Context: an optimization exercise on an open-source flow, tuned for small area. The choices shown serve that exercise and are no tape-out recipe. At most, simulation tests tie the RTL to the original design; equivalence was not proved. Only the layout flow was run in runs 3 and 4; the RTL was not checked for function there. Power figures rest on the tool's default switching activity, not on a simulated workload.

### config.mk
export PLATFORM = sky130hd
export DESIGN_NAME = lte_hw_acc_scrambler
export DESIGN_NICKNAME = lte_hw_acc_scrambler
export VERILOG_FILES = /design/flow/design.v
export SDC_FILE = /design/flow/constraint.sdc
export NUM_CORES = 4
export LEC_CHECK = 0
export CAP_MARGIN = 0
export CORE_MARGIN = 2
export CORE_UTILIZATION = 60
export SLEW_MARGIN = 0
export SYNTH_HIERARCHICAL = 1
export SYNTH_MINIMUM_KEEP_SIZE = 0
### constraint.sdc
create_clock -name core_clock -period 3.6 [get_ports {clk}]
set_input_delay 0.7200 -clock core_clock [delete_from_list [all_inputs] [get_ports {clk}]]
set_output_delay 0.7200 -clock core_clock [all_outputs]
set_load 0.01 [all_outputs]
### design.v
`timescale 1ns / 1ps
module lte_scr_ao22 (
    input  logic a1, b1, a2, b2,
    output logic y
);
    assign y = (a1 & b1) | (a2 & b2);
endmodule
module lte_scr_aoi222 (
    input  logic a1, b1, a2, b2, a3, b3,
    output logic y
);
    assign y = !((a1 & b1) | (a2 & b2) | (a3 & b3));
endmodule
module lte_scr_aoi22 (
    input  logic a1, b1, a2, b2,
    output logic y
);
    assign y = !((a1 & b1) | (a2 & b2));
endmodule
module lte_scr_nand4 (
    input  logic a, b, c, d,
    output logic y
);
    assign y = !(a & b & c & d);
endmodule
module lte_scr_or12 (
    input  logic [11:0] s,
    input  logic [11:0] d,
    output logic        y
);
    logic [3:0] t;
    for (genvar g = 0; g < 4; g++) begin : g_t
        lte_scr_aoi222 u (.a1(s[3*g]), .b1(d[3*g]), .a2(s[3*g+1]), .b2(d[3*g+1]),
                          .a3(s[3*g+2]), .b3(d[3*g+2]), .y(t[g]));
    end
    lte_scr_nand4 u_o (.a(t[0]), .b(t[1]), .c(t[2]), .d(t[3]), .y(y));
endmodule
module lte_scr_or10 (
    input  logic [9:0] s,
    input  logic [9:0] d,
    output logic       y
);
    logic [3:0] t;
    for (genvar g = 0; g < 3; g++) begin : g_t
        lte_scr_aoi222 u (.a1(s[3*g]), .b1(d[3*g]), .a2(s[3*g+1]), .b2(d[3*g+1]),
                          .a3(s[3*g+2]), .b3(d[3*g+2]), .y(t[g]));
    end
    lte_scr_aoi22 u_3 (.a1(s[9]), .b1(d[9]), .a2(1'b0), .b2(1'b0), .y(t[3]));
    lte_scr_nand4 u_o (.a(t[0]), .b(t[1]), .c(t[2]), .d(t[3]), .y(y));
endmodule
module lte_hw_acc_scrambler #(
    parameter IN_DATA_WIDTH = 1
)
(
    input  logic                         clk,
    input  logic                         ce,
    input  logic                         rstn,
    input  logic [3:0]                   sfn,
    input [IN_DATA_WIDTH - 1 : 0]        s_data,
    input                                s_valid,
    output                               s_ready,
    input                                in_sof,
    input [7:0]                          in_lof,
    input [4:0]                          cfg_addr,
    input [30:0]                         cfg_data,
    input                                cfg_wr,
    output [IN_DATA_WIDTH - 1 : 0]       m_data,
    output                               m_valid,
    input                                m_ready,
    output                               out_sof,
    output [7:0]                         out_lof
);
    logic [19:0][30:0] cfg_reg;
    logic [30:0] x_data_1, x_data_2;
    logic [7:0]  counter;
    logic        processing;
    wire transfer = s_valid & m_ready;
    wire load     = transfer & in_sof;
    logic [9:0] dec;
    always_comb begin
        for (int k = 0; k < 8; k++)
            dec[k] = !sfn[3] && (sfn[2:0] == k[2:0]);
        dec[8] = sfn[3] & !sfn[0];
        dec[9] = sfn[3] &  sfn[0];
    end
    function automatic logic [30:0] rst_val(input int i);
        rst_val = (i % 2 == 0) ? 31'd1 : 31'((i >> 2) << 9);
    endfunction
    wire [30:0] dz = cfg_data & {31{rstn}};     
    wire [30:0] d1 = cfg_data | {31{!rstn}};    
    logic [19:0] we, keep;
    logic [19:0][30:0] cfg_nxt;
    always_comb begin
        for (int i = 0; i < 20; i++) begin
            we[i]   = !rstn || (cfg_wr && !processing && cfg_addr == i[4:0]);
            keep[i] = rstn && !(cfg_wr && !processing && cfg_addr == i[4:0]);
        end
    end
    for (genvar i = 0; i < 20; i++) begin : g_cfg
        localparam logic [30:0] RV = rst_val(i);
        for (genvar b = 0; b < 31; b++) begin : g_b
            lte_scr_ao22 u_hold (
                .a1(RV[b] ? d1[b] : dz[b]), .b1(we[i]),
                .a2(cfg_reg[i][b]), .b2(keep[i]),
                .y(cfg_nxt[i][b]));
        end
    end
    always_ff @(posedge clk)
        cfg_reg <= cfg_nxt;
    wire        go    = rstn & ce & transfer;
    wire        sel_a = go & in_sof;
    wire [9:0]  sel_l = dec & {10{sel_a}};
    wire        sel_s = go & !in_sof & processing;
    wire        sel_h = rstn & !(ce & transfer & (in_sof | processing));
    logic [3:0] rd1, rd2;
    for (genvar b = 0; b < 4; b++) begin : g_rd
        logic [9:0] c1, c2;
        for (genvar k = 0; k < 10; k++) begin : g_k
            assign c1[k] = cfg_reg[2*k][b];
            assign c2[k] = cfg_reg[2*k+1][b];
        end
        lte_scr_or10 u_r1 (.s(dec), .d(c1), .y(rd1[b]));
        lte_scr_or10 u_r2 (.s(dec), .d(c2), .y(rd2[b]));
    end
    wire [30:0] nx1, nx2;
    for (genvar b = 0; b < 3; b++) begin : g_lo
        logic t1, t2;
        lte_scr_aoi222 u_1 (.a1(sel_a), .b1(rd1[b+1]), .a2(sel_s), .b2(x_data_1[b+1]),
                            .a3(sel_h), .b3(x_data_1[b]), .y(t1));
        lte_scr_aoi222 u_2 (.a1(sel_a), .b1(rd2[b+1]), .a2(sel_s), .b2(x_data_2[b+1]),
                            .a3(sel_h), .b3(x_data_2[b]), .y(t2));
        assign nx1[b] = !t1;
        assign nx2[b] = !t2;
    end
    for (genvar b = 3; b < 30; b++) begin : g_hi
        logic [11:0] c1, c2;
        for (genvar k = 0; k < 10; k++) begin : g_k
            assign c1[k] = cfg_reg[2*k][b+1];
            assign c2[k] = cfg_reg[2*k+1][b+1];
        end
        assign c1[10] = x_data_1[b+1];
        assign c2[10] = x_data_2[b+1];
        assign c1[11] = x_data_1[b];
        assign c2[11] = x_data_2[b];
        lte_scr_or12 u_1 (.s({sel_h, sel_s, sel_l}), .d(c1), .y(nx1[b]));
        lte_scr_or12 u_2 (.s({sel_h, sel_s, sel_l}), .d(c2), .y(nx2[b]));
    end
    wire fb1_l = rd1[0] ^ rd1[3];
    wire fb2_l = rd2[0] ^ rd2[1] ^ rd2[2] ^ rd2[3];
    wire fb1_s = x_data_1[0] ^ x_data_1[3];
    wire fb2_s = x_data_2[0] ^ x_data_2[1] ^ x_data_2[2] ^ x_data_2[3];
    logic f1, f2;
    lte_scr_aoi222 u_f1 (.a1(sel_a), .b1(fb1_l), .a2(sel_s), .b2(fb1_s),
                         .a3(sel_h), .b3(x_data_1[30]), .y(f1));
    lte_scr_aoi222 u_f2 (.a1(sel_a), .b1(fb2_l), .a2(sel_s), .b2(fb2_s),
                         .a3(sel_h), .b3(x_data_2[30]), .y(f2));
    assign nx1[30] = !f1;
    assign nx2[30] = !f2;
    always_ff @(posedge clk) begin
        x_data_1 <= nx1;
        x_data_2 <= nx2;
    end
    always_ff @(posedge clk) begin
        if (ce && transfer) begin
            if (in_sof)
                counter <= in_lof - 8'd1;
            else if (processing)
                counter <= counter - 8'd1;
        end
    end
    always_ff @(posedge clk) begin
        if (!rstn)
            processing <= 1'b0;
        else if (ce && transfer) begin
            if (in_sof)
                processing <= 1'b1;
            else if (processing && counter == 8'd1)
                processing <= 1'b0;
        end
    end
    wire e0 = load ? (rd1[0] ^ rd2[0]) : (x_data_1[0] ^ x_data_2[0]);
    assign m_data   = s_data ^ e0;
    assign s_ready  = m_ready;
    assign m_valid  = s_valid;
    assign out_lof  = in_lof;
    assign out_sof  = in_sof;
endmodule
### run.sh
#!/bin/bash
# synth_recipe.tcl (not shown) runs the flow's synth.tcl, then flattens the netlist and writes it again
# the make line also repeats each setting of config.mk as NAME=value (left out here)
make -C /OpenROAD-flow-scripts/flow DESIGN_CONFIG=/design/flow/config.mk WORK_HOME=/design/flow/orfs CLKGATE_MAP_FILE= SYNTH_SCRIPT=/design/flow/synth_recipe.tcl finish
==> summary.txt, run 1 <==
kind of critical path=input pin to primary output; WL met3=approximately 9.2 mm; DR iter-0 viols=between 3000 and 4000; Final Hold Fails=0; Worst slew margin=31.4%; Int Pwr=13.4 mW; final period utilization=a little over nine tenths; r2r worst-path depth=6; Achievable Freq=between 200 and 300 MHz; Worst VDD drop=between 0.4 and 0.5 mV; # setup viols final=0; post-DP HPWL=43.3 mm; area growth from synthesis to layout=21.8%; family with the most delay on the worst path=buffers and inverters; Max FO, Critical Path=7; dpl ws=-0.470 ns; # DRC=0; outcome=finished clean; Layout Skew=about 0.016 ns; count of cell types in the netlist=35; clk buf depth=3; Die ar.=0.0409 mm^2; Top Ports=68; Non-Filler Instances=between 2000 and 3000; total track usage=38.3%; H-tree Lvls=3; WL met1=about 32 mm; Pwr Density=610 mW/mm^2; Die Width=202 um; switching pwr=4.10 mW; Mapped Avg Cell Area=between 10 and 15 um^2; Synth Instances=1847; DIE HEIGHT=202 um; fin crit period=roughly 3.5 ns; Critical Path Stages=10; Pre-antenna DRT Iters=10; DR WL met2=34.9 mm; Initial Utilization=60.9%; Syn. warnings=7; first-pass GRT wire length=122 mm; Seq/Total Area, Yosys=about three fifths; Num CTS Buffers=68; Startpoint Class=input pin; Clk pwr share=42.5%; max_cap viols=0; Crit path buffers/inverters=3; largest net degree at the start of global routing=63; sw frac=23.4%; drt total wl=79.9 mm; Slowest cell on crit path=clkdlybuf4s50_1; share of cells above drive strength 1=13.5%; Hold Crit Class=flop to flop; max reg flops=between 600 and 700; CP Data Required Time=2.88 ns; CP arrival=2.80 ns; CP cell instances=clkdlybuf4s50_1 > buf_4 > nor2b_1 > a222oi_1 > nand4_1 > xnor2_2 > nor2_1 > a21oi_2 > xnor2_1 > buf_2; Worst setup EP type=primary output; CP peak stage delay=0.44 ns; routability congestion estimate=0.870; Util after Layout=roughly 74%; Core Area=~0.039 mm^2; Slew Viols, Final=0; vias per cell=7.63; Rows=72; synthesized flop and latch total=691; Cell Area, Placed=between 0.02 and 0.03 mm^2; vias in the first global route=20100; number of placed instances with taps included=2545; Clk Latency, worst-skew pair=0.59 ns; worst slew pin tran=1.03 ns; NumNets Final=2159; PortBufs=67; clock tree sinks=approximately 690; Max Used Layer=met4; initial antenna violation count=0; Reg power frac=49.1%; routed len/inst=29.9 um; R2R Setup Slk=about 1.3 ns; post-synth design cell area=0.0236 mm^2; number of routed nets with antenna violations=0; Hold Buf Count CTS=0; Hold Path Cell Cnt=1; CTS clock-pin slew for the worst setup and hold paths=approximately 0.060 ns; Final WS setup=slightly above 0.08 ns; Combinational Power Share=8.4%; Final Cell Area=0.0287 mm^2; DR vias=20400; CTS Root Cell=clkbuf_16; GRT overflow=0; CTS tree=yes; leakage=11.5 nW; final setup TNS=0 ns
-- power groups by stage --
stage	logic, mW	clock network, mW	registers [mW]
final	1.47	7.44	8.61
after global routing	1.55	7.78	8.67
after CTS	1.44	7.47	8.60
after detailed placement	1.42	0	8.75
after global placement	1.38	0	8.73
after floorplan	0.877	0	8.66
-- layout by cell type, fill, tap and decap left out, types with 7 or more instances in the layout --
cell type / instances
dfxtp_1: 683
a22o_1: 620
a222oi_1: 248
buf_4: 104
clkbuf_16: 73
nand4_1: 62
clkdlybuf4s50_1: 62
inv_1: 33
and2_1: 32
buf_12: 23
clkbuf_8: 18
conb_1: 16
o21ai_4: 15
xor2_1: 13
clkbuf_1: 12
nand2_1: 11
nor2_1: 11
xnor2_1: 9
a22oi_2: 8
edfxtp_1: 8
nand2b_1: 7
-- cell type report --
class,instances,area (um^2)
Clock buffer,103,2120
Multi-Input combinational cell,1112,9800
Inverter,33,124
Clock inverter,16,243
Antenna cell,1,2.50
Fill cell,2606,9990
Tap cell,518,648
Timing Repair Buffer,194,1900
Sequential cell,691,13900
-- per-stage QoR --
stage	hold WS [ns]	power, mW
finish	0.473	17.5
CTS	0.474	17.5
floorplan	0.433	9.53
global placement	0.444	10.1
detailed placement	0.453	10.2
global route	0.481	18.0
-- worst register-to-register path, stage by stage, from the launching register on --
cell	delay (ns)
dfxtp_1	0.40
nor3b_2	0.34
nand3_1	0.32
o21ai_4	0.24
inv_1	0.35
buf_12	0.31
a22o_1	0.20
-- synthesized netlist by cell type --
library cell | instances | area share (%)
and3_1 | 1 | 0.027
a22o_1 | 620 | 23
nand3_2 | 1 | 0.042
nand3b_1 | 2 | 0.064
nand4_1 | 62 | 1.6
nand2_1 | 11 | 0.17
nor2b_1 | 2 | 0.053
or2_1 | 1 | 0.027
nand4b_1 | 1 | 0.037
xor2_1 | 13 | 0.48
nor2_1 | 17 | 0.27
ha_1 | 3 | 0.16
and2_1 | 34 | 0.90
dfxtp_1 | 683 | 58
nand2b_1 | 9 | 0.24
a21oi_1 | 3 | 0.064
buf_4 | 11 | 0.35
clkbuf_1 | 4 | 0.064
inv_1 | 33 | 0.52
nor4_1 | 3 | 0.080
nor3b_2 | 4 | 0.21
a22oi_2 | 8 | 0.42
a222oi_1 | 248 | 11
o21ai_0 | 22 | 0.47
nor4b_1 | 1 | 0.037
mux2i_1 | 5 | 0.21
xnor2_1 | 10 | 0.37
nor3_2 | 2 | 0.085
nor3_1 | 8 | 0.17
edfxtp_1 | 8 | 1.0
or3_4 | 1 | 0.048
buf_2 | 4 | 0.085
conb_1 | 8 | 0.13
nand3_1 | 3 | 0.064
or2_2 | 1 | 0.027
-- per-module statistics from Yosys, one instance, submodules excluded, a selection --
module | cells | flops+latches
lte_scr_aoi222 | 1 | 0
lte_scr_nand4 | 1 | 0
lte_scr_or10 | 1 | 0
lte_scr_ao22 | 1 | 0
lte_hw_acc_scrambler | 901 | 691
lte_scr_aoi22 | 1 | 0
-- repair_timing --
item / in CTS / in global routing
setup buffers: 2 / 1
setup endpoints to repair: 1 / 1
pin swaps: 4 / 4
resized for setup: 12 / 3
-- logic make-up (layout without fill, tap and decap cells) --
family,Yosys count,in the layout,share of synthesized area [%]
AOI/OAI and AO/OA,901,901,34.5
xor gates and xnor gates,23,23,0.853
adders and majority gates,3,3,0.159
buffers and inverters,52,346,1.02
DFF,691,691,58.9
muxes,5,5,0.212
other,8,17,0.127
and+or+nand+nor,164,164,4.20
-- final timing paths --
kind | start | to
setup / recovery | sfn[3] | m_data[0]
hold / removal | cfg_reg[112] | cfg_reg[112]
setup reg to reg | processing | cfg_reg[464]
hold reg to reg | cfg_reg[112] | cfg_reg[112]
-- routing by layer --
| layer | GRT usage, % | vias up |
|---|---|---|
| met3 | 6.97 | 273 |
| met2 | 58.1 | 1517 |
| met4 | 18.5 | 0 |
| met1 | 53.1 | 10000 |
| li1 | - | 8538 |
| met5 | 0 | - |
==> run 2: changes to the inputs <==
--- a/config.mk
+++ b/config.mk
@@ -7,6 +7,6 @@
 export LEC_CHECK = 0
-export CAP_MARGIN = 0
+export CAP_MARGIN = 20
 export CORE_MARGIN = 2
-export CORE_UTILIZATION = 60
-export SLEW_MARGIN = 0
+export CORE_UTILIZATION = 45
+export SLEW_MARGIN = 20
 export SYNTH_HIERARCHICAL = 1
==> run 2 against run 1 <==
Compared with the run above:
- synthesized cell count did not move
- hold slack barely moved
- count of clock-buffer cells in the layout grew 4
- sequential cell count did not move
- clock power shrank 4.8%
- total power is 2.1% lower
- critical path depth stayed put
- setup slack better by 0.11 ns
- cell count is 6.2% higher
- critical path type unchanged
==> summary.txt, run 2 <==
DR vias=20100 (-1.3%); final setup TNS=0 ns (unchanged); Initial Utilization=45.7% (-15 points); final period utilization=94.5% (-3.2 points); largest net degree at the start of global routing=63 (unchanged); largest cells by area after synthesis=dfxtp_1, a22o_1, a222oi_1; clk buf depth=3 (unchanged); Slew Viols, Final=0 (unchanged); first-pass GRT wire length=126 mm (+3.0%); CTS Root Cell=clkbuf_16; Crit path buffers/inverters=3 (unchanged); Die ar.=0.0543 mm^2 (+33%); Final Hold Fails=0 (unchanged); routed len/inst=29.3 um (-2.1%); Pwr Total=17.2 mW (-2.1%); Syn. warnings=7 (unchanged); count of cell types in the netlist=35 (unchanged); Core Area=0.0516 mm^2 (+33%); Hold Crit Class=flop to flop; Seq/Total Area, Yosys=58.9% (unchanged); CP cell instances=dlygate4sd2_1 > buf_4 > nor3_2 > a222oi_1 > nand4_1 > xnor2_2 > nor2_1 > a21oi_2 > xnor2_1 > buf_2; total track usage=30.3% (-8.0 points); EDFF count, synth=8 (unchanged); synth cell count leaders=dfxtp_1, a22o_1, a222oi_1, nand4_1, and2_1; RSZ-0062 raised after global routing=no; Final WS setup=0.197 ns (+0.115 ns); top-count cell post-synth=dfxtp_1; Final Cell Area=0.0287 mm^2 (about the same); routability congestion estimate=0.829 (-4.7%); synthesized flop and latch total=691 (unchanged); outcome=finished clean; Synth Instances=1847 (unchanged); Clk Latency, worst-skew pair=0.61 ns (+0.02 ns); max reg flops=620 (unchanged); Worst setup EP type=primary output; CTS clock-pin slew for the worst setup and hold paths=0.06 ns (about the same); # DRC=0 (unchanged); area growth from synthesis to layout=21.8% (about the same); n_diodes=0 (-1); Synth async-reset ratio=0% (unchanged); post-DP HPWL=44.9 mm (+3.6%); Mapped Avg Cell Area=12.8 um^2 (unchanged); Worst slew margin=29.5% (-1.9 points); Startpoint Class=input pin; family with the most delay on the worst path=buffers and inverters; # setup viols final=0 (unchanged); Cell Area, Placed=0.0264 mm^2 (+0.48%); share of cells above drive strength 1=13.3% (-0.21 points); Yosys top cell by area=dfxtp_1; max_cap viols=0 (unchanged); most frequent cells in the layout=dfxtp_1, a22o_1, a222oi_1, buf_4, clkbuf_16; leakage=11.4 nW (-0.72%); Pwr Density=598 mW/mm^2 (-2.0%); CP peak stage delay=0.37 ns (-0.07 ns); Slowest cell on crit path=a222oi_1; Pre-antenna DRT Iters=9 (-1); CTS tree=yes; Die Width=233 um (+15%); number of routed nets with antenna violations=0 (unchanged); most common cell after layout, fill and taps aside=dfxtp_1; Layout Skew=0.0158 ns (-0.000258 ns); Max FO, Critical Path=5 (-2); dpl ws=-0.506 ns (-0.0361 ns); post-synth design cell area=0.0236 mm^2 (unchanged); drt total wl=83.0 mm (+4.0%); top_reg_cell synth=dfxtp_1; NumNets Final=2163 (+0.19%); DR iter-0 viols=3045 (-9.2%); hold slack=0.473 ns (+0.0000960 ns); Achievable Freq=294 MHz (+3.4%); CP Data Required Time=2.88 ns (about the same); PortBufs=67 (unchanged); DIE HEIGHT=233 um (+15%); clock tree sinks=691 (unchanged); vias in the first global route=19900 (-1.2%); H-tree Lvls=3 (unchanged); worst slew pin tran=1.06 ns (+0.0286 ns); CP arrival=2.68 ns (-0.12 ns); vias per cell=7.09 (-7.1%); Hold Buf Count CTS=0 (unchanged); fin crit period=3.40 ns (-0.115 ns); share of the synthesized area in the top cell type=57.9% (unchanged); Top Ports=68 (unchanged); Worst VDD drop=0.455 mV (-3.9%); initial antenna violation count=0 (unchanged); GRT overflow=0 (unchanged); kind of critical path=input pin to primary output; Num CTS Buffers=71 (+4.4%); Rows=83 (+15%)
## run 2: cell counts after synthesis
Identical to the previous run, type by type.
## run 2: logic make-up (layout without fill, tap and decap cells)
logic type | after synthesis | in the layout | synth area share (%)
AO/OA/AOI/OAI | 901 | 901 | 34.5
XOR/XNOR | 23 | 23 | 0.853
adder cells (fa/ha/maj) | 3 | 3 | 0.159
buffers and inverters | 52 | 350 | 1.02
flip-flops | 691 | 691 | 58.9
multiplexers | 5 | 5 | 0.212
other | 8 | 16 | 0.127
AND/OR/NAND/NOR | 164 | 164 | 4.20
## run 2: worst paths after layout
| kind | start | to | slack (ns) | cells past startpoint |
|---|---|---|---|---|
| max | sfn[1] | m_data[0] | 0.20 | 10 |
| min | cfg_reg[423] | cfg_reg[423] | 0.47 | 1 |
| max reg2reg | processing | cfg_reg[247] | 1.29 | 6 |
| min reg2reg | cfg_reg[423] | cfg_reg[423] | 0.47 | 1 |
## run 2: metrics by stage
stage / cells / util [%]
finish: 2833 / 55.7
CTS: 2832 / 55.6
floorplan: 1855 / -
detailed placement: 2708 / 51.2
global placement: 2708 / 51.2
global route: 2833 / 55.7
## run 2: Yosys stat by module (local to each module, per instance), a selection
| module | cells inside | times used | flops+latches |
|---|---|---|---|
| lte_hw_acc_scrambler | 901 | 1 | 691 |
| lte_scr_nand4 | 1 | 62 | 0 |
| lte_scr_ao22 | 1 | 620 | 0 |
| lte_scr_aoi22 | 1 | 8 | 0 |
| lte_scr_aoi222 | 1 | 248 | 0 |
| lte_scr_or10 | 1 | 8 | 0 |
## run 2: metal layers
| metal | vias up | track usage, % | wire length [um] |
|---|---|---|---|
| met4 | 0 | 11.7 | 3150 |
| met5 | - | 0 | 0 |
| met1 | 10100 | 41.9 | 35500 |
| met3 | 235 | 4.83 | 7380 |
| li1 | 8558 | - | - |
| met2 | 1178 | 47.5 | 37000 |
## run 2: what timing repair did
| action | in CTS | in global routing |
|---|---|---|
| setup buffers | 2 | 1 |
| endpoints found under the setup margin | 1 | 1 |
| gates resized for setup | 16 | 6 |
| pin swaps | 6 | 3 |
## run 2: layout make-up
type                       count  area [um^2]
clock inverter                15          125
inverter                      33          124
tap                          680          851
sequential                   691        13900
multi-input combinational   1112         9850
clock buffer                 107         2080
fill                        4243        22900
timing repair buffer         195         1800
## run 2: where the power goes
group          switching [mW]  internal, mW
logic                   0.825         0.663
registers               0.334          8.27
clock network            3.02          4.05
==> run 3: changes to the inputs <==
--- a/design.v
+++ b/design.v
@@ -13,7 +13,7 @@
 endmodule
-module lte_scr_aoi22 (
-    input  logic a1, b1, a2, b2,
+module lte_scr_nand2 (
+    input  logic a, b,
     output logic y
 );
-    assign y = !((a1 & b1) | (a2 & b2));
+    assign y = !(a & b);
 endmodule
@@ -47,3 +47,3 @@
     end
-    lte_scr_aoi22 u_3 (.a1(s[9]), .b1(d[9]), .a2(1'b0), .b2(1'b0), .y(t[3]));
+    lte_scr_nand2 u_3 (.a(s[9]), .b(d[9]), .y(t[3]));
     lte_scr_nand4 u_o (.a(t[0]), .b(t[1]), .c(t[2]), .d(t[3]), .y(y));
@@ -165,3 +165,3 @@
             if (in_sof)
-                counter <= in_lof - 8'd1;
+                counter <= in_lof;
             else if (processing)
@@ -176,3 +176,3 @@
                 processing <= 1'b1;
-            else if (processing && counter == 8'd1)
+            else if (processing && counter == 8'd2)
                 processing <= 1'b0;
--- a/config.mk
+++ b/config.mk
@@ -10,2 +10,5 @@
 export CORE_UTILIZATION = 45
+export CTS_BUF_LIST = sky130_fd_sc_hd__clkbuf_16
+export CTS_CLUSTER_DIAMETER = 60
+export CTS_CLUSTER_SIZE = 30
 export SLEW_MARGIN = 20
==> run 3 against run 2 <==
Compared with the run above:
- still clean on timing, DRC and antenna
- total power is 9.1% lower
- hold slack better by 0.0053 ns
- sequential share of layout area rose by 0.90 points
- setup slack got worse by 0.0021 ns
- synthesized area decreased by 0.48%
- wire length up 0.22%
- clock skew rose by 0.024 ns
- largest cell class unchanged
- largest power group unchanged
==> summary.txt, run 3 <==
area growth from synthesis to layout=20.1%; CTS clock-pin slew for the worst setup and hold paths=0.09 ns (+0.03 ns); synth cell count leaders=dfxtp_1, a22o_1, a222oi_1, nand4_1, and2_1; first-pass GRT wire length=124 mm (-1.3%); Synth Instances=1836 (-0.60%); synthesized flop and latch total=691 (unchanged); Clk Latency, worst-skew pair=0.63 ns (+0.02 ns); CP arrival=2.68 ns (about the same); largest cells by area after synthesis=dfxtp_1, a22o_1, a222oi_1; Final Hold Fails=0 (unchanged); Pre-antenna DRT Iters=9 (unchanged); Synth async-reset ratio=0% (unchanged); Worst slew margin=24.9% (-4.5 points); share of cells above drive strength 1=11.9% (-1.4 points); post-synth design cell area=0.0235 mm^2 (-0.48%); H-tree Lvls=2 (-1); Worst setup EP type=primary output; kind of critical path=input pin to primary output; Mapped Avg Cell Area=12.8 um^2 (+0.11%); min-delay src=x_data_1[1]; Slowest cell on crit path=a222oi_1; Max FO, Critical Path=4 (-1); PortBufs=67 (unchanged); fill count=4350 (+2.5%); vias per cell=7.16 (+0.96%); Die ar.=0.0540 mm^2 (-0.48%); r2r worst-path depth=6 (unchanged); Cell Area, Placed=0.0266 mm^2 (+0.64%); Core Area=0.0515 mm^2 (-0.20%); Startpoint Class=input pin; routed len/inst=30.0 um (+2.5%); Worst Hold Path EP=x_data_1[0]; CP Data Required Time=2.88 ns (about the same); share of the synthesized area in the top cell type=58.2% (+0.28 points); Pwr Total=15.6 mW (-9.1%); Num CTS Buffers=42 (-41%); Syn. warnings=7 (unchanged); outcome=finished clean; Yosys top cell by area=dfxtp_1; R2R Setup Slk=1.34 ns (+0.05 ns); hold slack=0.478 ns (+0.00534 ns); fin crit period=3.40 ns (+0.00212 ns); vias in the first global route=19100 (-3.7%); Die Width=232 um (-0.24%); most common cell after layout, fill and taps aside=dfxtp_1; EDFF count, synth=8 (unchanged); final period utilization=94.6% (about the same); post-DP HPWL=43.6 mm (-2.8%); worst slew pin tran=1.12 ns (+0.0655 ns); leakage=11.0 nW (-3.5%); routability congestion estimate=0.880 (+6.1%); top_reg_cell synth=dfxtp_1; dpl ws=-0.423 ns (+0.0825 ns); most frequent cells in the layout=dfxtp_1, a22o_1, a222oi_1, buf_4, nand4_1; CP cell instances=dlygate4sd2_1 > buf_4 > nand2_1 > nor3_2 > a222oi_1 > nand4_1 > xor2_1 > mux2i_1 > xnor2_1 > clkdlybuf4s15_2; # DRC=0 (unchanged); clk buf depth=3 (unchanged); initial antenna violation count=0 (unchanged); Crit path buffers/inverters=3 (unchanged); count of cell types in the netlist=40 (+14%); DR iter-0 viols=3392 (+11%); family with the most delay on the worst path=buffers and inverters; CTS tree=yes; Initial Utilization=45.6% (-0.13 points); total track usage=30.0% (-0.34 points); worst r2r src=processing; DR vias=19800 (-1.3%); Final WS setup=0.195 ns (-0.00212 ns); Achievable Freq=294 MHz (about the same); NumNets Final=2113 (-2.3%); r2r endpoint=x_data_1[3]; Final Cell Area=0.0282 mm^2 (-1.8%); Hold Path Cell Cnt=2 (+1); Top Ports=68 (unchanged); largest net degree at the start of global routing=70 (+11%); drt total wl=83.2 mm (+0.22%); # setup viols final=0 (unchanged); max_cap viols=0 (unchanged); top-count cell post-synth=dfxtp_1; clock tree sinks=691 (unchanged); Slew Viols, Final=0 (unchanged); Seq/Total Area, Yosys=59.2% (+0.29 points); Hold Crit Class=flop to flop; max reg flops=620 (unchanged); GRT overflow=0 (unchanged); DIE HEIGHT=232 um (-0.24%); Worst VDD drop=0.356 mV (-22%); Pwr Density=553 mW/mm^2 (-7.5%); Layout Skew=0.0396 ns (+0.0237 ns); Rows=83 (unchanged); RSZ-0062 raised after global routing=no; number of routed nets with antenna violations=0 (unchanged); CTS Root Cell=clkbuf_16; CP peak stage delay=0.41 ns (+0.04 ns)
run 3: cell count changes after synthesis, moves of 7 or more:
cell | previous run | this run
xor2_1 | 13 | 6
inv_1 | 33 | 11
o21a_1 | 0 | 20
nand2_1 | 11 | 19
a22oi_2 | 8 | 0
conb_1 | 8 | 0
clkbuf_1 | 4 | 12
run 3: power by group:
part	switching, mW	leakage (nW)	internal [mW]
Sequential	0.336	5.74	8.26
Clock	3.10	0.726	2.40
Combinational	0.821	4.51	0.687
run 3: stage by stage:
| stage | instances | setup TNS, ns | util [%] |
|---|---|---|---|
| after floorplan | 1836 | 0 | - |
| after global placement | 2685 | -0.338 | 51.7 |
| after detailed placement | 2685 | -0.423 | 51.7 |
| after CTS | 2769 | 0 | 54.7 |
| after global routing | 2769 | 0 | 54.8 |
| final | 2770 | 0 | 54.8 |
run 3: per-layer routing:
metal  GRT usage, %  part of all wire, %
met1           41.4                   42
met2           47.5                   45
met3           5.38                   10
met4           9.51                  2.6
met5              0                    0
run 3: cell type report:
| type | count | area (um^2) | area share [%] |
|---|---|---|---|
| timing repair buffer | 200 | 2160 | 7.66 |
| clock buffer | 42 | 1050 | 3.73 |
| tap | 680 | 851 | 3.02 |
| multi-input combinational | 1109 | 9730 | 34.5 |
| clock inverter | 36 | 463 | 1.64 |
| inverter | 11 | 41.3 | 0.146 |
| sequential | 691 | 13900 | 49.3 |
| antenna | 1 | 2.50 | 0.00887 |
run 3: kinds of logic after synthesis:
| kind of cell | after synthesis | share of synthesized area [%] |
|---|---|---|
| buffers and inverters | 36 | 0.783 |
| and+or+nand+nor | 173 | 4.30 |
| adders and majority gates | 2 | 0.107 |
| xor gates and xnor gates | 13 | 0.485 |
| muxes | 1 | 0.0426 |
| DFF | 691 | 59.2 |
| AOI/OAI and AO/OA | 920 | 35.0 |
run 3: per-module statistics from Yosys (local to each module, per instance), a selection:
module | times used | cells inside
lte_scr_nand4 | 62 | 1
lte_hw_acc_scrambler | 1 | 898
lte_scr_nand2 | 8 | 1
lte_scr_ao22 | 620 | 1
lte_scr_aoi222 | 248 | 1
run 3: worst max-delay path by stage:
stage          startpoint      endpoint  slack, ns  depth (start not counted)
4_1_cts            sfn[3]     m_data[0]      0.004                          9
6_report           sfn[2]     m_data[0]       0.20                         10
3_5_place_dp       sfn[3]     m_data[0]      -0.42                          9
5_1_grt            sfn[2]     m_data[0]       0.09                         10
3_3_place_gp       sfn[0]     m_data[0]      -0.34                          9
2_1_floorplan      sfn[0]  x_data_1[10]     0.0003                          5
run 3: worst min-delay path, stage by stage (launching register included):
cell,delay [ns]
dfxtp_1,0.34
a222oi_1,0.06
inv_1,0.05
run 3: what timing repair did:
| item | in CTS | in global routing |
|---|---|---|
| gates cloned | 0 | 0 |
| pin swaps | 2 | 2 |
| resized for setup | 9 | 4 |
| hold buffers | 0 | 0 |
| setup endpoints to repair | 1 | 1 |
| setup buffers | 6 | 0 |
==> run 4: changes to the inputs <==
--- a/config.mk
+++ b/config.mk
@@ -10,5 +10,5 @@
 export CORE_UTILIZATION = 45
-export CTS_BUF_LIST = sky130_fd_sc_hd__clkbuf_16
-export CTS_CLUSTER_DIAMETER = 60
-export CTS_CLUSTER_SIZE = 30
+export CTS_BUF_LIST = sky130_fd_sc_hd__clkbuf_8
+export CTS_CLUSTER_DIAMETER = 40
+export CTS_CLUSTER_SIZE = 12
 export SLEW_MARGIN = 20
==> run 4 against run 3 <==
Compared with the run above:
- largest power group unchanged
- critical endpoint unchanged
- synthesized area is the same
- still clean on timing, DRC and antenna
- sequential cell count unchanged
- hold slack got worse by 0.0080 ns
- cell count is 3.1% higher
- combinational power about the same
==> summary.txt, run 4 <==
outcome=finished clean; max reg flops=620 (unchanged); GRT overflow=0 (unchanged); final period utilization=94.6% (about the same); Seq/Total Area, Yosys=59.2% (unchanged); count of cell types in the netlist=40 (unchanged); dpl ws=-0.423 ns (unchanged); max_cap viols=0 (unchanged); Slew Viols, Final=0 (unchanged); vias in the first global route=19500 (+2.1%); number of routed nets with antenna violations=0 (unchanged); critical path launch point=sfn[2]; Yosys top cell by area=dfxtp_1; PortBufs=67 (unchanged); routability congestion estimate=0.880 (unchanged); Final WS setup=0.194 ns (-0.000811 ns); Combinational Power Share=8.8% (-0.9 points); CP arrival=2.69 ns (about the same); H-tree Lvls=3 (+1); clk buf depth=3 (unchanged); post-DP HPWL=43.6 mm (unchanged); Initial Utilization=45.6% (unchanged); CTS tree=yes; Num CTS Buffers=91 (+120%); Hold Buf Count CTS=0 (unchanged); Die Width=232 um (unchanged); vias per cell=7.07 (-1.2%); CTS clock-pin slew for the worst setup and hold paths=0.07 ns (-0.02 ns); drt total wl=84.4 mm (+1.4%); RSZ-0062 raised after global routing=no; n_diodes=0 (-1); fill count=4327 (-0.53%); Top Ports=68 (unchanged); R2R Setup Slk=1.31 ns (-0.03 ns); post-synth design cell area=0.0235 mm^2 (unchanged); largest cells by area after synthesis=dfxtp_1, a22o_1, a222oi_1; CP Data Required Time=2.88 ns (about the same); CTS Root Cell=clkbuf_8; NumNets Final=2162 (+2.3%); total track usage=30.4% (+0.45 points); Worst VDD drop=0.258 mV (-27%); most common cell after layout, fill and taps aside=dfxtp_1; Clk Latency, worst-skew pair=0.70 ns (+0.07 ns); DR iter-0 viols=3090 (-8.9%); synthesized flop and latch total=691 (unchanged); Core Area=0.0515 mm^2 (unchanged); most frequent cells in the layout=dfxtp_1, a22o_1, a222oi_1, clkbuf_8, buf_4; fin crit period=3.41 ns (+0.000811 ns); WL met1=35.3 mm (+1.4%); Synth Instances=1836 (unchanged); Int Pwr=12.7 mW (+12%); Pwr Total=17.1 mW (+9.6%); top-count cell post-synth=dfxtp_1; # DRC=0 (unchanged); kind of critical path=input pin to primary output; Worst setup EP type=primary output; Non-Filler Instances=2855 (+3.1%); area growth from synthesis to layout=22.9%; WL met3=8.72 mm (+2.0%); Util after Layout=56.1% (+1.3 points); DR WL met2=37.9 mm (+0.50%); Mapped Avg Cell Area=12.8 um^2 (unchanged); Worst Hold Path EP=x_data_1[1]; first-pass GRT wire length=125 mm (+1.1%); Reg power frac=50.3% (-4.8 points); share of the synthesized area in the top cell type=58.2% (unchanged); number of placed instances with taps included=2685 (unchanged); DR vias=20200 (+1.8%); r2r worst-path depth=6 (unchanged); sw frac=25.6% (-1.7 points); Hold Path Cell Cnt=2 (unchanged); synth cell count leaders=dfxtp_1, a22o_1, a222oi_1, nand4_1, and2_1; DIE HEIGHT=232 um (unchanged); # setup viols final=0 (unchanged); Max Used Layer=met4; min-delay src=x_data_1[2]; Worst slew margin=25.1% (+0.19 points); Achievable Freq=294 MHz (about the same); Rows=83 (unchanged); top_reg_cell synth=dfxtp_1; Pwr Density=592 mW/mm^2 (+7.0%); clock tree sinks=691 (unchanged); leakage=11.3 nW (+3.4%); largest net degree at the start of global routing=70 (unchanged); Hold Crit Class=flop to flop; Max FO, Critical Path=4 (unchanged); r2r endpoint=x_data_1[3]; final setup TNS=0 ns (unchanged); Pre-antenna DRT Iters=10 (+1); switching pwr=4.38 mW (+2.8%); worst r2r src=processing; Layout Skew=0.0326 ns (-0.00697 ns); Syn. warnings=7 (unchanged); Die ar.=0.0540 mm^2 (unchanged); share of cells above drive strength 1=15.4% (+3.4 points); Startpoint Class=input pin; Clk pwr share=40.9% (+5.7 points); initial antenna violation count=0 (unchanged); Final Hold Fails=0 (unchanged); worst slew pin tran=1.12 ns (-0.00286 ns); Synth async-reset ratio=0% (unchanged); EDFF count, synth=8 (unchanged); routed len/inst=29.6 um (-1.7%)
run 4: cell count changes in the layout (fill, tap and decap cells not counted), moves of 3 or more:
cell | previous run | this run
bufinv_16 | 0 | 15
clkbuf_16 | 42 | 0
clkbuf_8 | 0 | 101
clkinv_1 | 4 | 0
clkinv_2 | 0 | 12
clkinv_4 | 0 | 5
clkinv_8 | 9 | 0
clkinvlp_4 | 2 | 13
inv_1 | 11 | 16
inv_12 | 4 | 0
inv_16 | 3 | 0
inv_6 | 6 | 10
inv_8 | 7 | 3
run 4: how the worst max path moves through the flow:
stage / end / slack, ns / depth (start not counted)
after global routing: m_data[0] / 0.09 / 10
after CTS: m_data[0] / 0.004 / 9
final: m_data[0] / 0.19 / 10
after floorplan: x_data_1[10] / 0.0003 / 5
after global placement: m_data[0] / -0.34 / 9
after detailed placement: m_data[0] / -0.42 / 9
run 4: kinds of logic after synthesis:
group	share of synthesized area (%)
compound gates	35.0
mux	0.0426
xor+xnor	0.485
buf+inv	0.783
fa+ha+maj	0.107
flops	59.2
simple gates	4.30
run 4: stage by stage:
stage / hold slack, ns / instance area (um^2)
finish: 0.470 / 28900
global route: 0.477 / 28900
CTS: 0.434 / 28900
detailed placement: 0.453 / 26600
global placement: 0.445 / 26600
floorplan: 0.433 / 23500
run 4: area by class of cell:
| cell class | instances | area [um^2] | share of cell area, % |
|---|---|---|---|
| sequential | 691 | 13900 | 48.2 |
| clock inverter | 63 | 792 | 2.74 |
| timing repair buffer | 200 | 2160 | 7.49 |
| clock buffer | 101 | 1390 | 4.81 |
| inverter | 11 | 41.3 | 0.143 |
| tap | 680 | 851 | 2.95 |
| multi-input combinational | 1109 | 9730 | 33.7 |
run 4: repair_timing:
item	4_1_cts	5_1_grt
resized for setup	9	4
pin swaps	2	2
buffers inserted	6	0
setup endpoints to repair	1	1
run 4: power groups by stage:
| stage | registers (mW) | logic, mW | clock network (mW) |
|---|---|---|---|
| floorplan | 8.65 | 0.867 | 0 |
| global placement | 8.73 | 1.44 | 0 |
| detailed placement | 8.74 | 1.47 | 0 |
| CTS | 8.58 | 1.49 | 7.07 |
| global route | 8.65 | 1.59 | 7.37 |
| finish | 8.60 | 1.51 | 6.99 |
run 4: per-module statistics from Yosys (local to each module, per instance), excerpt:
module	flip-flops and latches	copies in the design	area (um^2)	cells
lte_scr_ao22	0	620	8.76	1
lte_scr_nand2	0	8	3.75	1
lte_hw_acc_scrambler	691	1	15200	898
lte_scr_aoi222	0	248	10.0	1
lte_scr_nand4	0	62	6.26	1
run 4: critical path: stages:
cell             delay (ns)
dlygate4sd2_1          0.29
buf_4                  0.16
nand2_1                0.10
nor3_2                 0.07
a222oi_1               0.40
nand4_1                0.20
xor2_1                 0.21
mux2i_1                0.17
xnor2_1                0.13
clkdlybuf4s15_2        0.24
run 4: metal layers:
metal  track usage, %  up-vias
li1                 -     8622
met1             41.9    10100
met2             47.7     1259
met3             5.22      191
met4             11.6        0
met5                0        -
==> run 5: changes to the inputs <==
--- a/design.v
+++ b/design.v
@@ -121,3 +121,7 @@
         end
-        lte_scr_or10 u_r1 (.s(dec), .d(c1), .y(rd1[b]));
+        if (b == 0 || b == 3) begin : g_r1
+            lte_scr_or10 u_r1 (.s(dec), .d(c1), .y(rd1[b]));
+        end else begin : g_n1
+            assign rd1[b] = 1'b0;    
+        end
         lte_scr_or10 u_r2 (.s(dec), .d(c2), .y(rd2[b]));
@@ -126,11 +130,12 @@
     for (genvar b = 0; b < 3; b++) begin : g_lo
-        logic t1, t2;
-        lte_scr_aoi222 u_1 (.a1(sel_a), .b1(rd1[b+1]), .a2(sel_s), .b2(x_data_1[b+1]),
-                            .a3(sel_h), .b3(x_data_1[b]), .y(t1));
+        logic t2;
         lte_scr_aoi222 u_2 (.a1(sel_a), .b1(rd2[b+1]), .a2(sel_s), .b2(x_data_2[b+1]),
                             .a3(sel_h), .b3(x_data_2[b]), .y(t2));
-        assign nx1[b] = !t1;
         assign nx2[b] = !t2;
     end
-    for (genvar b = 3; b < 30; b++) begin : g_hi
+    logic t1;
+    lte_scr_aoi222 u_lo1 (.a1(sel_a), .b1(rd1[3]), .a2(sel_s), .b2(x_data_1[3]),
+                          .a3(sel_h), .b3(x_data_1[2]), .y(t1));
+    assign nx1[2] = !t1;
+    for (genvar b = 0; b < 30; b++) begin : g_hi
         logic [11:0] c1, c2;
@@ -144,4 +149,8 @@
         assign c2[11] = x_data_2[b];
-        lte_scr_or12 u_1 (.s({sel_h, sel_s, sel_l}), .d(c1), .y(nx1[b]));
-        lte_scr_or12 u_2 (.s({sel_h, sel_s, sel_l}), .d(c2), .y(nx2[b]));
+        if (b != 2) begin : g_1
+            lte_scr_or12 u_1 (.s({sel_h, sel_s, sel_l}), .d(c1), .y(nx1[b]));
+        end
+        if (b >= 3) begin : g_2
+            lte_scr_or12 u_2 (.s({sel_h, sel_s, sel_l}), .d(c2), .y(nx2[b]));
+        end
     end
==> flow/run.sh (new file) <==
#!/bin/bash
# Standard layout, with the smallest buffer on the ports.
export BUFFER_PORTS_ARGS="-buffer_cell sky130_fd_sc_hd__buf_1"
cp standard.sh standard_copy.txt
bash standard.sh > standard.log 2>&1
==> standard.sh (new file) <==
#!/bin/bash
# synth_recipe.tcl (not shown) runs the flow's synth.tcl, then flattens the netlist and writes it again
# the make line also repeats each setting of config.mk as NAME=value (left out here)
make -C /OpenROAD-flow-scripts/flow DESIGN_CONFIG=/design/flow/config.mk WORK_HOME=/design/flow/orfs CLKGATE_MAP_FILE= SYNTH_SCRIPT=/design/flow/synth_recipe.tcl "${@:-finish}"
--- a/config.mk
+++ b/config.mk
@@ -10,5 +10,5 @@
 export CORE_UTILIZATION = 45
-export CTS_BUF_LIST = sky130_fd_sc_hd__clkbuf_8
-export CTS_CLUSTER_DIAMETER = 40
-export CTS_CLUSTER_SIZE = 12
+export CTS_BUF_LIST = sky130_fd_sc_hd__clkbuf_16
+export CTS_CLUSTER_DIAMETER = 60
+export CTS_CLUSTER_SIZE = 30
 export SLEW_MARGIN = 20
removed: run.sh
==> run 5 against run 4 <==
Compared with the run above:
- still clean
- sequential share of layout area increased by 3.2 points
- total power decreased by 8.8%
- count of clock-buffer cells in the layout decreased by 58
- combinational power decreased by 9%
- first-iteration DRC count increased by 8.5%
- hold slack got worse by 0.019 ns
==> summary.txt, run 5 <==
Rows=83 (unchanged); Synth async-reset ratio=0% (unchanged); leakage=10.4 nW (-8.5%); Combinational Power Share=8.8% (about the same); first-pass GRT wire length=124 mm (-1.0%); DIE HEIGHT=232 um (about the same); largest cells by area after synthesis=dfxtp_1, a22o_1, a222oi_1; Hold Buf Count CTS=0 (unchanged); routed len/inst=30.8 um (+4.1%); count of cell types in the netlist=39 (-2.5%); synthesized flop and latch total=691 (unchanged); Startpoint Class=input pin; GRT overflow=0 (unchanged); Worst slew margin=19.8% (-5.3 points); Slew Viols, Final=0 (unchanged); routability congestion estimate=0.908 (+3.1%); synth cell count leaders=dfxtp_1, a22o_1, a222oi_1, nand4_1, and2_1; r2r endpoint=cfg_reg[106]; DR iter-0 viols=3354 (+8.5%); Achievable Freq=295 MHz (+0.37%); Layout Skew=0.0214 ns (-0.0112 ns); final setup TNS=0 ns (unchanged); Clk pwr share=36.0% (-4.9 points); fin crit period=3.39 ns (-0.0126 ns); NumNets Final=2055 (-4.9%); Multi-input gate area=0.00973 mm^2 (unchanged); area growth from synthesis to layout=15.3%; Top Ports=68 (unchanged); worst slew pin tran=1.20 ns (+0.0775 ns); share of cells above drive strength 1=9.52% (-5.8 points); R2R Setup Slk=0.99 ns (-0.32 ns); outcome=finished clean; Int Pwr=11.5 mW (-9.8%); clk buf depth=3 (unchanged); # DRC=0 (unchanged); Clk Latency, worst-skew pair=0.61 ns (-0.09 ns); PortBufs=67 (unchanged); Num CTS Buffers=43 (-53%); Final Hold Fails=0 (unchanged); Max FO, Critical Path=9 (+5); RSZ-0062 raised after global routing=no; top-count cell post-synth=dfxtp_1; max_cap viols=0 (unchanged); most frequent cells in the layout=dfxtp_1, a22o_1, a222oi_1, buf_4, buf_1; sw frac=26.4% (+0.78 points); Setup crit end=m_data[0]; Pwr Density=576 mW/mm^2 (-2.7%); FF+latch area=0.0139 mm^2 (unchanged); CTS clock-pin slew for the worst setup and hold paths=0.09 ns (+0.02 ns); Worst setup EP type=primary output; post-synth design cell area=0.0235 mm^2 (about the same); critical path launch point=sfn[0]; Seq/Total Area, Yosys=59.3% (about the same); H-tree Lvls=2 (-1); drt total wl=83.3 mm (-1.2%); Pwr Total=15.6 mW (-8.8%); CTS tree=yes; CP Data Required Time=2.88 ns (about the same); vias per cell=7.28 (+3.0%); final period utilization=94.3% (-0.35 points); max reg flops=620 (unchanged); n_diodes=0 (unchanged); Die Width=232 um (about the same); vias in the first global route=19000 (-2.9%); clock tree sinks=691 (unchanged); Worst VDD drop=0.331 mV (+28%); largest net degree at the start of global routing=63 (-10%); switching pwr=4.11 mW (-6.1%); Core Area=0.0514 mm^2 (-0.20%); Yosys top cell by area=dfxtp_1; Synth Instances=1832 (-0.22%); initial antenna violation count=0 (unchanged); Pre-antenna DRT Iters=10 (unchanged); post-DP HPWL=42.6 mm (-2.3%); worst r2r src=processing; CTS Root Cell=clkbuf_16; r2r worst-path depth=4 (-2); # setup viols final=0 (unchanged); total track usage=30.3% (-0.11 points); Hold Crit Class=input pin to flop; kind of critical path=input pin to primary output; most common cell after layout, fill and taps aside=dfxtp_1; share of the synthesized area in the top cell type=58.2% (about the same); Syn. warnings=7 (unchanged); EDFF count, synth=8 (unchanged); number of routed nets with antenna violations=0 (unchanged); fill count=4430 (+2.4%); DR vias=19700 (-2.3%); Initial Utilization=45.7% (+0.063 points); Die ar.=0.0540 mm^2 (about the same); Reg power frac=55.2% (+4.9 points); top_reg_cell synth=dfxtp_1; Mapped Avg Cell Area=12.8 um^2 (+0.15%); CP arrival=2.67 ns (-0.02 ns)
==> run 5: changes by cell type in the layout (fill, tap and decap cells not counted), sizes merged, moves of 2 or more <==
cell           change
buf                +9
bufinv            -11
clkbuf            -56
clkdlybuf4s50     -61
clkinv             -3
clkinvlp          -10
dlygate4sd2        -2
dlymetal6s2s       -2
inv                -8
nand2              -2
==> run 5: area by class of cell <==
| type | count | area share [%] |
|---|---|---|
| Sequential cell | 691 | 51.4 |
| Tap cell | 680 | 3.14 |
| Timing Repair Buffer | 145 | 3.69 |
| Clock buffer | 43 | 3.98 |
| Multi-Input combinational cell | 1107 | 35.9 |
| Inverter | 9 | 0.125 |
| Clock inverter | 33 | 1.72 |
==> run 5: power groups by stage <==
stage | Clock (mW) | Sequential (mW) | Combinational, mW
6_report | 5.60 | 8.60 | 1.38
5_1_grt | 5.94 | 8.66 | 1.45
4_1_cts | 5.67 | 8.58 | 1.34
3_5_place_dp | 0 | 8.75 | 1.34
3_3_place_gp | 0 | 8.74 | 1.30
2_1_floorplan | 0 | 8.65 | 0.863
==> run 5: cells by family (layout without fill, tap and decap cells) <==
kind of cell | count (synthesis) | in the layout | share of synthesized area, %
AND/OR/NAND/NOR | 171 | 171 | 4.27
XOR/XNOR | 13 | 13 | 0.485
buffers and inverters | 34 | 230 | 0.752
multiplexers | 1 | 1 | 0.0426
flip-flops | 691 | 691 | 59.3
AO/OA/AOI/OAI | 920 | 920 | 35.1
adder cells (fa/ha/maj) | 2 | 2 | 0.107
==> run 5: Yosys stat by module, one instance, submodules excluded, excerpt <==
module                cell area [um^2]  cells inside  flip-flops and latches
lte_hw_acc_scrambler             15200           896                     691
lte_scr_aoi222                    10.0             1                       0
lte_scr_ao22                      8.76             1                       0
lte_scr_nand4                     6.26             1                       0
lte_scr_nand2                     3.75             1                       0
==> run 5: through the flow <==
stage | cell area, um^2 | hold slack [ns] | instances | setup WS [ns] | util [%]
finish | 27100 | 0.451 | 2708 | 0.207 | 52.7
global route | 27100 | 0.470 | 2708 | 0.00654 | 52.7
CTS | 27000 | 0.436 | 2707 | 0.0336 | 52.6
detailed placement | 25500 | 0.454 | 2631 | 0.0187 | 49.6
global placement | 25500 | 0.454 | 2631 | 0.197 | 49.6
floorplan | 23500 | 0.441 | 1832 | 0.0394 | -
==> run 5: repair_timing <==
item	in CTS	in global routing
gates resized for setup	0	5
setup buffers	0	0
endpoints found under the setup margin	0	1
==> run 5: critical path, cell delays in order <==
cell and delay, ns:
buf_1 0.38, nand2b_1 0.24, nor3_2 0.40, a222oi_1 0.15
nand4_1 0.18, xor2_1 0.17, mux2i_1 0.11, xnor2_1 0.13
buf_1 0.17
==> run 5: metal layers <==
metal	track usage, %	wire length, um	part of all wire, %	vias up
met2	46.0	36800	44	1275
li1	-	-	-	8357
met4	10.3	2070	2.5	0
met5	0	0	0	-
met1	43.2	35200	42	9960
met3	5.54	9180	11	135
==> run 5: worst min path at each step <==
stage,from,end,cells after the start
floorplan,cfg_reg[600],cfg_reg[600],1
global placement,cfg_reg[226],cfg_reg[226],1
detailed placement,cfg_reg[525],cfg_reg[525],1
CTS,in_lof[0],counter[0],3
global route,in_lof[3],counter[3],2
finish,in_lof[0],counter[0],3
==> run 6: changes to the inputs <==
--- a/flow/run.sh
+++ b/flow/run.sh
@@ -3,2 +3,3 @@
 export BUFFER_PORTS_ARGS="-buffer_cell sky130_fd_sc_hd__buf_1"
+export RECOVER_POWER=100
 cp standard.sh standard_copy.txt
==> run 6 against run 5 <==
Compared with the run above:
- still clean
- setup slack got worse by 0.027 ns
- via count grew 0.31%
- wire length is essentially flat
- cell count is the same
- sequential share of layout area grew 0.28 points
- count of clock-buffer cells in the layout unchanged
- hold slack improved by 0.0029 ns
- final area decreased by 0.54%
- sequential cell count stayed put
- largest cell class unchanged
- critical path type unchanged
- combinational power about the same
- synthesized area stayed put
- sequential power about the same
==> summary.txt, run 6 <==
Startpoint Class=input pin; Clk pwr share=36.0% (about the same); synthesized flop and latch total=691 (unchanged); post-synth design cell area=0.0235 mm^2 (unchanged); top_reg_cell synth=dfxtp_1; worst slew pin tran=1.33 ns (+0.128 ns); Reg power frac=55.3% (about the same); Synth async-reset ratio=0% (unchanged); DR vias=19800 (+0.31%); Seq/Total Area, Yosys=59.3% (unchanged); most common cell after layout, fill and taps aside=dfxtp_1; Achievable Freq=292 MHz (-0.77%); Die Width=232 um (unchanged); initial antenna violation count=0 (unchanged); post-DP HPWL=42.6 mm (unchanged); DR iter-0 viols=3227 (-3.8%); Syn. warnings=7 (unchanged); EDFF count, synth=8 (unchanged); Clk Latency, worst-skew pair=0.61 ns (about the same); R2R Setup Slk=0.62 ns (-0.37 ns); share of the synthesized area in the top cell type=58.2% (unchanged); Final Hold Fails=0 (unchanged); outcome=finished clean; leakage=10.3 nW (-0.59%); largest cells by area after synthesis=dfxtp_1, a22o_1, a222oi_1; synth cell count leaders=dfxtp_1, a22o_1, a222oi_1, nand4_1, and2_1; Worst setup EP type=primary output; Core Area=0.0514 mm^2 (unchanged); Top Ports=68 (unchanged); first-pass GRT wire length=124 mm (unchanged); area growth from synthesis to layout=14.7%; vias in the first global route=19000 (unchanged); routed len/inst=30.8 um (about the same); critical path launch point=sfn[0]; NumNets Final=2055 (unchanged); Pre-antenna DRT Iters=9 (-1); Hold Buf Count CTS=0 (unchanged); clock tree sinks=691 (unchanged); H-tree Lvls=2 (unchanged); switching pwr=4.10 mW (-0.23%); Int Pwr=11.5 mW (-0.11%); Setup crit end=m_data[0]; largest net degree at the start of global routing=63 (unchanged); vias per cell=7.31 (+0.31%); Combinational Power Share=8.7% (about the same); Die ar.=0.0540 mm^2 (unchanged); Rows=83 (unchanged); Initial Utilization=45.7% (unchanged); DIE HEIGHT=232 um (unchanged); final setup TNS=0 ns (unchanged); final period utilization=95.0% (+0.74 points); Hold Crit Class=input pin to flop; Pwr Total=15.6 mW (-0.14%); n_diodes=0 (unchanged); most frequent cells in the layout=dfxtp_1, a22o_1, a222oi_1, buf_1, nand4_1; Num CTS Buffers=43 (unchanged); CTS Root Cell=clkbuf_16; sw frac=26.4% (about the same); share of cells above drive strength 1=8.97% (-0.54 points); RSZ-0062 raised after global routing=no; CTS tree=yes; top-count cell post-synth=dfxtp_1; CP arrival=2.70 ns (+0.03 ns); # DRC=0 (unchanged); Hold Path Cell Cnt=3 (unchanged); Synth Instances=1832 (unchanged); fin crit period=3.42 ns (+0.0265 ns); number of routed nets with antenna violations=0 (unchanged); # setup viols final=0 (unchanged); PortBufs=67 (unchanged); kind of critical path=input pin to primary output; worst r2r src=processing; r2r worst-path depth=5 (+1); Worst slew margin=11.6% (-8.2 points); r2r endpoint=cfg_reg[394]; clk buf depth=3 (unchanged); Mapped Avg Cell Area=12.8 um^2 (unchanged); Yosys top cell by area=dfxtp_1; Layout Skew=0.0225 ns (+0.00112 ns); Worst VDD drop=0.329 mV (-0.61%); Max FO, Critical Path=9 (unchanged); total track usage=30.3% (unchanged); count of cell types in the netlist=39 (unchanged); CTS clock-pin slew for the worst setup and hold paths=0.09 ns (about the same); routability congestion estimate=0.908 (unchanged); max reg flops=620 (unchanged); Slew Viols, Final=0 (unchanged); max_cap viols=0 (unchanged); drt total wl=83.4 mm (about the same); CP Data Required Time=2.88 ns (about the same); GRT overflow=0 (unchanged); Pwr Density=578 mW/mm^2 (+0.40%)
-- run 6: cell type report --
cell class              instances  area, um^2
clock buffers                  43        1080
clock inverters                33         465
fillers                      4462       24500
inverters                       9        33.8
multi-input cells            1107        9670
flip-flops and latches        691       13900
well taps                     680         851
repair buffers                145         910
-- run 6: metal layers --
metal | global-route usage (%) | wire length [um] | up-vias
li1 | - | - | 8355
met1 | 43.2 | 35200 | 9999
met2 | 46.0 | 36700 | 1276
met3 | 5.54 | 9160 | 159
met4 | 10.3 | 2310 | 0
met5 | 0 | 0 | -
-- run 6: repair_timing --
item	in CTS	in global routing
gates resized for setup	0	5
buffers inserted	0	0
endpoints found under the setup margin	0	1
-- run 6: per-stage QoR --
step	cell area, um^2	setup WS (ns)	util (%)	instances	hold slack (ns)
2_1_floorplan	23500	0.0394	-	1832	0.441
3_3_place_gp	25500	0.197	49.6	2631	0.454
3_5_place_dp	25500	0.0187	49.6	2631	0.454
4_1_cts	27000	0.0336	52.6	2707	0.436
5_1_grt	26900	0.0233	52.4	2708	0.470
6_report	26900	0.180	52.4	2708	0.454
-- run 6: critical path: stages --
cell and delay (ns):
clkbuf_1 0.39, nand2b_1 0.25, nor3_2 0.41, a222oi_1 0.16
nand4_1 0.18, xor2_1 0.17, mux2i_1 0.11, xnor2_1 0.13
buf_1 0.17
-- run 6: power by group through the flow --
stage / combinational, mW / sequential (mW) / clock, mW
2_1_floorplan: 0.863 / 8.65 / 0
3_3_place_gp: 1.30 / 8.74 / 0
3_5_place_dp: 1.34 / 8.75 / 0
4_1_cts: 1.34 / 8.58 / 5.67
5_1_grt: 1.44 / 8.66 / 5.94
6_report: 1.36 / 8.60 / 5.60
-- run 6: kinds of logic after synthesis --
| group | count (synthesis) | share of synthesized area (%) |
|---|---|---|
| adders and majority gates | 2 | 0.107 |
| AOI/OAI and AO/OA | 920 | 35.1 |
| muxes | 1 | 0.0426 |
| xor gates and xnor gates | 13 | 0.485 |
| and+or+nand+nor | 171 | 4.27 |
| DFF | 691 | 59.3 |
| buffers and inverters | 34 | 0.752 |
-- run 6: worst min path at each step --
stage                             from            to  slack [ns]
after global placement    cfg_reg[226]  cfg_reg[226]        0.45
after detailed placement  cfg_reg[525]  cfg_reg[525]        0.45
final                        in_lof[0]    counter[0]        0.45
after floorplan           cfg_reg[600]  cfg_reg[600]        0.44
after CTS                    in_lof[0]    counter[0]        0.44
after global routing         in_lof[3]    counter[3]        0.47
-- run 6: modules after synthesis, one instance, submodules excluded, a selection --
module | cells | cell area [um^2]
lte_hw_acc_scrambler | 896 | 15200
lte_scr_aoi222 | 1 | 10.0
lte_scr_ao22 | 1 | 8.76
lte_scr_nand4 | 1 | 6.26
lte_scr_nand2 | 1 | 3.75
==> run 7: changes to the inputs <==
--- a/flow/run.sh
+++ b/flow/run.sh
@@ -3,3 +3,2 @@
 export BUFFER_PORTS_ARGS="-buffer_cell sky130_fd_sc_hd__buf_1"
-export RECOVER_POWER=100
 cp standard.sh standard_copy.txt
--- a/config.mk
+++ b/config.mk
@@ -9,3 +9,3 @@
 export CORE_MARGIN = 2
-export CORE_UTILIZATION = 45
+export CORE_UTILIZATION = 65
 export CTS_BUF_LIST = sky130_fd_sc_hd__clkbuf_16
==> run 7 against run 6 <==
Compared with the run above:
- largest power group unchanged
- critical endpoint unchanged
- clock power down 13%
- synthesized cell count unchanged
- critical path type unchanged
- sequential power hardly changed
- critical path depth is the same
- count of clock-buffer cells in the layout down 6
- total power down 4.5%
- via count up 0.64%
- final area is 1.6% lower
==> summary.txt, run 7 <==
Num CTS Buffers=37 (-14%); dpl ws=0.140 ns (+0.121 ns); CP Data Required Time=2.88 ns (about the same); EDFF count, synth=8 (unchanged); top_reg_cell synth=dfxtp_1; Pwr Total=14.9 mW (-4.5%); Hold Buf Count CTS=0 (unchanged); Slowest cell on crit path=buf_1; routed len/inst=31.2 um (+1.4%); fin crit period=3.45 ns (+0.0338 ns); Initial Utilization=66.0% (+20 points); total track usage=39.8% (+9.5 points); CP peak stage delay=0.42 ns (about the same); routability congestion estimate=0.973 (+7.2%); Worst setup EP type=primary output; post-synth design cell area=0.0235 mm^2 (unchanged); Hold Path Cell Cnt=1 (-2); synth cell count leaders=dfxtp_1, a22o_1, a222oi_1, nand4_1, and2_1; Achievable Freq=290 MHz (-0.98%); family with the most delay on the worst path=simple AND/OR/NAND/NOR gates; leakage=10.3 nW (-0.26%); Synth Instances=1832 (unchanged); r2r worst-path depth=5 (unchanged); post-DP HPWL=41.2 mm (-3.3%); r2r endpoint=cfg_reg[184]; WL met1=29.6 mm (-16%); Rows=69 (-17%); area growth from synthesis to layout=12.8%; clk buf depth=3 (unchanged); Slew Viols, Final=0 (unchanged); number of routed nets with antenna violations=0 (unchanged); DIE HEIGHT=194 um (-17%); Mapped Avg Cell Area=12.8 um^2 (unchanged); GRT overflow=0 (unchanged); synthesized flop and latch total=691 (unchanged); # setup viols final=0 (unchanged); share of the synthesized area in the top cell type=58.2% (unchanged); kind of critical path=input pin to primary output; CTS Root Cell=clkbuf_16; Hold Crit Class=flop to flop; Seq/Total Area, Yosys=59.3% (unchanged); Clk Latency, worst-skew pair=0.59 ns (-0.02 ns); Max Used Layer=met4; min-delay src=cfg_reg[470]; CP cell instances=buf_1 > nand2b_1 > nor2_1 > a222oi_1 > nand4_1 > xor2_1 > mux2i_1 > xnor2_1 > buf_1; DR WL met2=34.7 mm (-5.4%); Syn. warnings=7 (unchanged); most common cell after layout, fill and taps aside=dfxtp_1; Post-CTS Setup Bufs=0 (unchanged); Yosys top cell by area=dfxtp_1; top-count cell post-synth=dfxtp_1; final setup TNS=0 ns (unchanged); largest net degree at the start of global routing=67 (+6.3%); Die Width=194 um (-17%); Layout Skew=0.0336 ns (+0.0111 ns); max reg flops=620 (unchanged); R2R Setup Slk=1.02 ns (+0.40 ns); count of cell types in the netlist=39 (unchanged); Worst Hold Path EP=cfg_reg[470]; Startpoint Class=input pin; worst slew pin tran=0.973 ns (-0.353 ns); Final Hold Fails=0 (unchanged); Final Cell Area=0.0265 mm^2 (-1.6%); vias in the first global route=19300 (+1.9%); worst r2r src=processing; CTS clock-pin slew for the worst setup and hold paths=0.08 ns (about the same); first-pass GRT wire length=118 mm (-5.2%); most frequent cells in the layout=dfxtp_1, a22o_1, a222oi_1, buf_4, buf_1; WL met3=10.7 mm (+16%); Most common cell on crit path=buf_1; # DRC=0 (unchanged); Die ar.=0.0376 mm^2 (-30%); Cell Area, Placed=0.0252 mm^2 (-1.1%); Top Ports=68 (unchanged); DR vias=19900 (+0.64%); Max FO, Critical Path=9 (unchanged); largest cells by area after synthesis=dfxtp_1, a22o_1, a222oi_1; n_diodes=0 (unchanged); share of cells above drive strength 1=9.48% (+0.51 points); Util after Layout=74.5% (+22 points); NumNets Final=2059 (+0.19%); CTS tree=yes; Worst VDD drop=0.647 mV (+97%); drt total wl=77.6 mm (-6.9%); DR iter-0 viols=3374 (+4.6%); Worst slew margin=35.2% (+24 points); clock tree sinks=691 (unchanged); Pwr Density=561 mW/mm^2 (-3.0%); outcome=finished clean; Synth async-reset ratio=0% (unchanged); max_cap viols=0 (unchanged); vias per cell=8.01 (+9.6%); CP arrival=2.73 ns (+0.03 ns); final period utilization=95.9% (+0.94 points); Pre-antenna DRT Iters=8 (-1); H-tree Lvls=2 (unchanged); Post-CTS Resized=0 (unchanged); Final WS setup=0.147 ns (-0.0338 ns); Core Area=0.0356 mm^2 (-31%); initial antenna violation count=0 (unchanged); Crit path buffers/inverters=2 (unchanged); PortBufs=67 (unchanged)
run 7: cell counts after synthesis:
Identical to the previous run, type by type.
run 7: metrics by stage:
step           instances  hold slack, ns
2_1_floorplan       1832           0.441
3_3_place_gp        2423           0.455
3_5_place_dp        2423           0.454
4_1_cts             2486           0.456
5_1_grt             2486           0.492
6_report            2486           0.477
run 7: layout make-up:
cell class / instances / area (um^2)
clock buffer: 37 / 926
tap: 461 / 577
fill: 2457 / 9090
multi-input combinational: 1107 / 9600
inverter: 9 / 33.8
sequential: 691 / 13900
timing repair buffer: 155 / 1110
clock inverter: 26 / 320
run 7: worst max path at each step:
stage / startpoint / to / slack (ns) / cells past startpoint
5_1_grt: sfn[0] / m_data[0] / -0.02 / 9
6_report: sfn[0] / m_data[0] / 0.15 / 9
4_1_cts: sfn[0] / m_data[0] / 0.14 / 8
3_5_place_dp: sfn[0] / m_data[0] / 0.14 / 8
2_1_floorplan: sfn[0] / x_data_1[0] / 0.04 / 6
3_3_place_gp: sfn[0] / m_data[0] / 0.23 / 8
run 7: cells by family after synthesis:
| logic type | Yosys count | share of synthesized area [%] |
|---|---|---|
| adder cells (fa/ha/maj) | 2 | 0.107 |
| XOR/XNOR | 13 | 0.485 |
| buffers and inverters | 34 | 0.752 |
| multiplexers | 1 | 0.0426 |
| AND/OR/NAND/NOR | 171 | 4.27 |
| flip-flops | 691 | 59.3 |
| AO/OA/AOI/OAI | 920 | 35.1 |
run 7: worst register-to-register path: cells and delay by family (launching register included):
kind	cells	cell delay (ns)
and+or+nand+nor	2	0.86
AOI/OAI and AO/OA	2	0.84
buffers and inverters	1	0.48
DFF	1	0.36
run 7: routing by layer:
metal  vias up  global-route usage (%)
met5         -                       0
met4         0                    15.2
met3       230                    7.95
met2      1568                    62.5
met1      9766                    54.6
li1       8351                       -
run 7: power by group:
group / switching (mW) / internal (mW) / total, mW
Combinational: 0.774 / 0.566 / 1.34
Clock: 2.69 / 2.21 / 4.90
Sequential: 0.352 / 8.26 / 8.61
run 7: modules after synthesis (local to each module, per instance), excerpt:
module / area [um^2] / times used
lte_scr_nand2: 3.75 / 6
lte_scr_ao22: 8.76 / 620
lte_hw_acc_scrambler: 15200 / 1
lte_scr_aoi222: 10.0 / 248
lte_scr_nand4: 6.26 / 62

[what the ideal ports hide]
How much do the figures lean on ideal ports? The routed layouts below were timed once more, with nothing changed but the port constraints.
Step 1 assumes that a clkbuf_16 drives the clock port and a buf_2 every other input.
Step 2 adds t to the input delays and takes it off the output delays; t is the mean of the earliest and latest rising clock arrival at the registers after step 1. Input paths then give back, and output paths get back, about the clock's delay inside the block.
Slacks: ideal / step 1 / step 2; pairs: ideal / step 1.
run	t (ns)	setup slack, ns	worst setup path after step 2	worst data-port slew with drivers (ns)
run 1	0.637	0.083 / 0.061 / 0.061	input to output	0.04
run 2	0.666	0.197 / 0.178 / 0.178	input to output	0.04
run 3	0.665	0.195 / 0.170 / 0.170	input to output	0.04
run 4	0.744	0.194 / 0.169 / 0.169	input to output	0.05
run 5	0.655	0.207 / 0.175 / 0.175	input to output	0.08
run 6	0.654	0.180 / 0.149 / -0.419	input to register	0.08
run 7	0.629	0.147 / 0.121 / 0.121	input to output	0.04
With both steps, setup timing fails in run 6, where it was met with ideal ports. For run 6, which loses most, drivers alone change the setup slack by -0.031 ns; drivers and shift together by -0.599 ns.
